Context: an optimization exercise on an open-source flow, tuned for a short achievable clock period and few clock cycles. The choices shown serve that exercise and are no tape-out recipe. At most, simulation tests tie the RTL to the original design; equivalence was not proved. Power and IR drop assume default switching activity.

v14:
==> flow/design.v (excerpt) <==
module riscv(
	input	wire		clk,
	input	wire		rst,		 
	input	wire	[31:0]	inst_i,		 
	output	wire	[31:0]	inst_addr_o,	 
	output	wire		inst_ce_o,	 
	input	wire	[31:0]	data_i,		 
	output	wire		data_we_o,	 
	output	wire		data_ce_o,	 
	output	wire	[31:0]	data_addr_o,	 
	output	wire	[31:0]	data_o		 
);
For scale: roughly 10000 cells after synthesis, ~170 I/O pins, about 120000 sq um of cells after synthesis.
Settings: LEC_CHECK=0, CAP_MARGIN=20, CORE_MARGIN=2, CORE_UTILIZATION=40, CTS_CLUSTER_DIAMETER=150, CTS_CLUSTER_SIZE=20, PLACE_DENSITY=0.6, SLEW_MARGIN=20, SYNTH_HIERARCHICAL=1, TNS_END_PERCENT=100; clock period 10.0 ns.
standard.sh (not shown) runs the stock make flow with config.mk's settings and CLKGATE_MAP_FILE= SYNTH_SCRIPT=/design/flow/synth_recipe.tcl, a recipe that flattens the netlist after the stock synthesis.
==> flow/flow/run.sh <==
#!/bin/bash
set -u
bash standard.sh SETUP_SLACK_MARGIN=6.7 finish > standard_flow.log 2>&1
diff inputs: v14 => v7
-- flow/design.v --
<<< v14, line 618
	input	[32*32-1:0]	rf_i,
	input	[4:0]		idx_i,
	output	[63:0]		nval_o		 
);
wire	[31:0]	sel0, sel1, sel2, sel3;
>>> v7, line 618
	input	[32*32-1:0]	rf_i,
	input	[4:0]		idx_i,
	output	[31:0]		val_o
);
wire	[31:0]	sel0, sel1, sel2, sel3;
<<< v14, line 631
		wire	[15:0]	l1;
		wire	[3:0]	l2;
		genvar r;
		for (r = 0; r < 32; r = r + 1) begin : g_col
>>> v7, line 631
		wire	[15:0]	l1;
		wire	[3:0]	l2;
		wire	[1:0]	l3;
		genvar r;
		for (r = 0; r < 32; r = r + 1) begin : g_col
<<< v14, line 637
		riscv_register_aoi22 L1(.s_i(b < 8 ? sel0 : b < 16 ? sel1 : b < 24 ? sel2 : sel3), .d_i(col), .y_o(l1));
		riscv_ex_nand4 #(.W(4)) L2(.x_i(l1), .y_o(l2));
		riscv_ex_nor2  #(.W(2)) L3(.x_i(l2), .y_o(nval_o[2*b +: 2]));
	end
endgenerate
>>> v7, line 638
		riscv_register_aoi22 L1(.s_i(b < 8 ? sel0 : b < 16 ? sel1 : b < 24 ? sel2 : sel3), .d_i(col), .y_o(l1));
		riscv_ex_nand4 #(.W(4)) L2(.x_i(l1), .y_o(l2));
		riscv_ex_nor2  #(.W(2)) L3(.x_i(l2), .y_o(l3));
		riscv_ex_nand2 #(.W(1)) L4(.x_i(l3), .y_o(val_o[b]));
	end
endgenerate
<<< v14, line 692
	input	[31:0]	e_i,
	input		sel_r_i,
	input	[63:0]	nr_i,		 
	input	[31:0]	o_i,
	output	[31:0]	val_o
);
genvar i;
generate
	for (i = 0; i < 32; i = i + 1) begin : g_b
		wire	r = ~(nr_i[2*i] & nr_i[2*i+1]);
		assign val_o[i] = sel_e_i ? e_i[i] : sel_r_i ? r : o_i[i];
	end
endgenerate
endmodule
module riscv_forward_pre(
>>> v7, line 694
	input	[31:0]	e_i,
	input		sel_r_i,
	input	[31:0]	r_i,
	input	[31:0]	o_i,
	output	[31:0]	val_o
);
assign	val_o = sel_e_i ? e_i : sel_r_i ? r_i : o_i;
endmodule
module riscv_forward_pre(
<<< v14, line 878
	end
endgenerate
wire	[63:0]	rf1n, rf2n;
riscv_register RD1(.rf_i(rf_flat), .idx_i(rs1), .nval_o(rf1n));
riscv_register RD2(.rf_i(rf_flat), .idx_i(rs2), .nval_o(rf2n));
wire	h1e, h1m, h2e, h2m, stall;
riscv_stall HAZ(
>>> v7, line 874
	end
endgenerate
wire	[31:0]	rf1, rf2;
riscv_register RD1(.rf_i(rf_flat), .idx_i(rs1), .val_o(rf1));
riscv_register RD2(.rf_i(rf_flat), .idx_i(rs2), .val_o(rf2));
wire	h1e, h1m, h2e, h2m, stall;
riscv_stall HAZ(
<<< v14, line 903
riscv_forward_pre PB(.sel_m_i(d_rs2b & h2m), .sel_x_i(~d_rs2b), .m_i(m_val), .x_i(d_imm), .val_o(pre_b));
riscv_forward_pre PS(.sel_m_i(h2m), .sel_x_i(1'b0), .m_i(m_val), .x_i(32'd0), .val_o(pre_s));
riscv_forward FA(.sel_e_i(a_reg & h1e), .e_i(res), .sel_r_i(a_reg & ~h1m), .nr_i(rf1n), .o_i(pre_a), .val_o(opa));
riscv_forward FB(.sel_e_i(d_rs2b & h2e), .e_i(res), .sel_r_i(d_rs2b & ~h2m), .nr_i(rf2n), .o_i(pre_b), .val_o(opb));
riscv_forward FS(.sel_e_i(h2e), .e_i(res), .sel_r_i(~h2m), .nr_i(rf2n), .o_i(pre_s), .val_o(ops));
wire	[16*12-1:0]	bt_flat;
wire	[16*12-1:0]	bg_flat;
>>> v7, line 899
riscv_forward_pre PB(.sel_m_i(d_rs2b & h2m), .sel_x_i(~d_rs2b), .m_i(m_val), .x_i(d_imm), .val_o(pre_b));
riscv_forward_pre PS(.sel_m_i(h2m), .sel_x_i(1'b0), .m_i(m_val), .x_i(32'd0), .val_o(pre_s));
riscv_forward FA(.sel_e_i(a_reg & h1e), .e_i(res), .sel_r_i(a_reg & ~h1m), .r_i(rf1), .o_i(pre_a), .val_o(opa));
riscv_forward FB(.sel_e_i(d_rs2b & h2e), .e_i(res), .sel_r_i(d_rs2b & ~h2m), .r_i(rf2), .o_i(pre_b), .val_o(opb));
riscv_forward FS(.sel_e_i(h2e), .e_i(res), .sel_r_i(~h2m), .r_i(rf2), .o_i(pre_s), .val_o(ops));
wire	[16*12-1:0]	bt_flat;
wire	[16*12-1:0]	bg_flat;
[summary]
- v7 finished all stages; the layout is clean.
- v14 → v7: layout overhead on the synthesized area went down; period utilization now smaller; count of clock-buffer cells in the layout -about 1.9%; clock tree cell share of total cell area shows a reduction of 0.19 points.
- Relative to v14, pin slew with the least headroom to its limit has gone up in v7.
- In the floorplan summary, v7 is listed with a die area less than that of v14.
- Going from v14 to v7, clock network fraction of design power shrinks by 1.0 points.
- Instance count after placement with tap cells included: v7 vs v14 — no meaningful difference
Testbench counts of v7, summed over its fixed seeds: cycles 149,965.
For v14, only the layout was checked, not whether the RTL still works.

* * *

Another version of the RTL of riscv (not shown whole).
Size: ~10,000 cells after synthesis, ~170 I/O pins.
==> flow/design.v (excerpt) <==
module riscv(
	input	wire		clk,
	input	wire		rst,		 
	input	wire	[31:0]	inst_i,		 
	output	wire	[31:0]	inst_addr_o,	 
	output	wire		inst_ce_o,	 
	input	wire	[31:0]	data_i,		 
	output	wire		data_we_o,	 
	output	wire		data_ce_o,	 
	output	wire	[31:0]	data_addr_o,	 
	output	wire	[31:0]	data_o		 
);
Settings: LEC_CHECK=0, CAP_MARGIN=20, CORE_MARGIN=2, CORE_UTILIZATION=40, CTS_CLUSTER_DIAMETER=150, CTS_CLUSTER_SIZE=20, PLACE_DENSITY=0.6, SLEW_MARGIN=20, SYNTH_HIERARCHICAL=1, TNS_END_PERCENT=100; clock period 10.0 ns.
Scripts as last shown in full above: flow/flow/run.sh
==> next run, changes <==
--- a/flow/design.v
+++ b/flow/design.v
@@ -570,41 +570,37 @@
 	input		bne_i,
 	input		jne_i,
 	output		mispred_o
 );
 assign	mispred_o = (btaken_i & (t_i[0] | (t_i[1] & bne_i))) | (~btaken_i & t_i[1]) | t_i[2] |
 		    (t_i[3] & bne_i) | (t_i[4] & jne_i);
 endmodule
 module riscv_wb(
 	input	[31:0]		pc_i,
-	input			stall_i,
 	input			pred_i,
 	input	[12+1:2]	ptgt_i,
 	output	[31:0]		next_o,
 	output	[31:0]		pc4_o
 );
 riscv_wb_inc INC(.pc_i(pc_i), .pc4_o(pc4_o));
-assign	next_o = stall_i ? pc_i :
-		 pred_i  ? {pc_i[31:12+2], ptgt_i, 2'b00} : pc4_o;
+assign	next_o = pred_i ? {pc_i[31:12+2], ptgt_i, 2'b00} : pc4_o;
 endmodule
 module riscv_wb_s(
 	input			en_i,
+	input	[31:0]		pc_i,
 	input			stall_i,
-	input			pred_i,		 
 	input			spred_i,	 
 	input	[31:2]		stgt_i,
 	input	[31:0]		next_i,
 	output	[31:0]		next_o
 );
-wire	use_s = ~stall_i & ~pred_i & spred_i;
-wire	sel_s = en_i & use_s;
-wire	sel_o = en_i & ~use_s;
-assign	next_o = ({32{sel_s}} & {stgt_i, 2'b00}) | ({32{sel_o}} & next_i);
+wire	[31:0]	n = stall_i ? pc_i : spred_i ? {stgt_i, 2'b00} : next_i;
+assign	next_o = n & {32{en_i}};
 endmodule
 module riscv_wb_f(
 	input			mispred_i,
 	input	[31:0]		redir_i,
 	input	[31:0]		next_i,
 	output	[31:0]		next_o
 );
 assign	next_o = mispred_i ? redir_i : next_i;
 endmodule
@@ -613,33 +609,35 @@
 	output	[31:0]	pc4_o
 );
 assign	pc4_o = pc_i + 32'd4;
 endmodule
 module riscv_register(
 	input	[32*32-1:0]	rf_i,
 	input	[4:0]		idx_i,
 	output	[31:0]		val_o
 );
-wire	[31:0]	sel_lo, sel_hi;
-riscv_register_dec DECL(.idx_i(idx_i), .sel_o(sel_lo));
-riscv_register_dec DECH(.idx_i(idx_i), .sel_o(sel_hi));
+wire	[31:0]	sel0, sel1, sel2, sel3;
+riscv_register_dec DEC0(.idx_i(idx_i), .sel_o(sel0));
+riscv_register_dec DEC1(.idx_i(idx_i), .sel_o(sel1));
+riscv_register_dec DEC2(.idx_i(idx_i), .sel_o(sel2));
+riscv_register_dec DEC3(.idx_i(idx_i), .sel_o(sel3));
 genvar b;
 generate
 	for (b = 0; b < 32; b = b + 1) begin : g_bit
 		wire	[31:0]	col;
 		wire	[15:0]	l1;
 		wire	[3:0]	l2;
 		wire	[1:0]	l3;
 		genvar r;
 		for (r = 0; r < 32; r = r + 1) begin : g_col
 			assign col[r] = rf_i[r*32 + b];
 		end
-		riscv_register_aoi22 L1(.s_i(b < 16 ? sel_lo : sel_hi), .d_i(col), .y_o(l1));
+		riscv_register_aoi22 L1(.s_i(b < 8 ? sel0 : b < 16 ? sel1 : b < 24 ? sel2 : sel3), .d_i(col), .y_o(l1));
 		riscv_ex_nand4 #(.W(4)) L2(.x_i(l1), .y_o(l2));
 		riscv_ex_nor2  #(.W(2)) L3(.x_i(l2), .y_o(l3));
 		riscv_ex_nand2 #(.W(1)) L4(.x_i(l3), .y_o(val_o[b]));
 	end
 endgenerate
 endmodule
 module riscv_register_dec(
 	input	[4:0]	idx_i,
 	output	[31:0]	sel_o
@@ -948,38 +946,37 @@
 	.epc_i(e_pc),
 	.esum_i(sum[31:12]),
 	.pred_o(s_pred),
 	.tgt_o(s_tgt)
 );
 wire	s_use = ~f_hit & s_pred;
 wire	[31:0]	next_pc, next_pc_out, next_pc_b, next_pc_s, next_pc_so, pc4;
 riscv_wb NPC(
 	.pc_i(pc),
-	.stall_i(stall),
 	.pred_i(f_pred),
 	.ptgt_i(f_ptgt),
 	.next_o(next_pc_b),
 	.pc4_o(pc4)
 );
 riscv_wb_s NPCS(
 	.en_i(1'b1),
+	.pc_i(pc),
 	.stall_i(stall),
-	.pred_i(f_pred),
 	.spred_i(s_use),
 	.stgt_i(s_tgt),
 	.next_i(next_pc_b),
 	.next_o(next_pc_s)
 );
 riscv_wb_f NPCF(.mispred_i(mispred), .redir_i(redir_pc), .next_i(next_pc_s), .next_o(next_pc));
 riscv_wb_s NPCSO(
 	.en_i(~rst),
+	.pc_i(pc),
 	.stall_i(stall),
-	.pred_i(f_pred),
 	.spred_i(s_use),
 	.stgt_i(s_tgt),
 	.next_i(next_pc_b),
 	.next_o(next_pc_so)
 );
 riscv_wb_f NPCFO(.mispred_i(mispred_o), .redir_i(redir_pc), .next_i(next_pc_so), .next_o(next_pc_out));
 always @(posedge clk) begin
 	pc_out   <= next_pc_out;
 	pc_btb_n <= ~next_pc_out[12+1:2];
The changed run completed with no timing, DRC or antenna violations. First-iteration DRC count is lower by 6.9%. Routed wire length is lower by about 4.6%. Total power is lower by about 2.6%. Via count is lower by about 3%. Core utilization is lower by 2.1 points. Cell area is lower by about 3%. Clock skew is higher by 0.074 ns. Worst setup slack loses 0.15 ns. Sequential share of layout area is higher by 1.2 points. Non-clock buffer count is lower by 444. Global-route usage is lower by 2.3 points.
No run of this note included a check of the RTL's function; only the layout flow was run.

[static timing again, ports no longer ideal]
In the flow no input, the clock included, has a driving cell. The finished layouts below were timed again as built, in two steps.
Step 1: set_driving_cell puts a clkbuf_16 on clk and a buf_2 on each other input, an assumption about the parent block.
Step 2 adds t to the input delays and takes it off the output delays; t is the mean of the earliest and latest rising clock arrival at the registers after step 1. Input paths then give back, and output paths get back, about the clock's delay inside the block.
a / b / c = ideal ports / drivers / drivers and shift; a / b = the first two.
run | t (ns) | setup WS [ns] | worst setup path after step 2 | worst register clock-pin slew, ns
v14 | 0.982 | 6.330 / 6.367 / 5.385 | input to register | 0.10 / 0.10
v7 | 1.036 | 6.447 / 6.413 / 5.379 | input to register | 0.10 / 0.10
the first run of note 2 | 0.978 | 6.308 / 6.360 / 5.382 | input to register | 0.11 / 0.11
the second run of note 2 | 1.030 | 6.160 / 6.101 / 5.071 | input to register | 0.11 / 0.11
After both steps setup and hold are still met in every run listed. The setup slack of the second run of note 2, which loses most, moves by -0.059 ns with the drivers and by -1.089 ns with both steps.
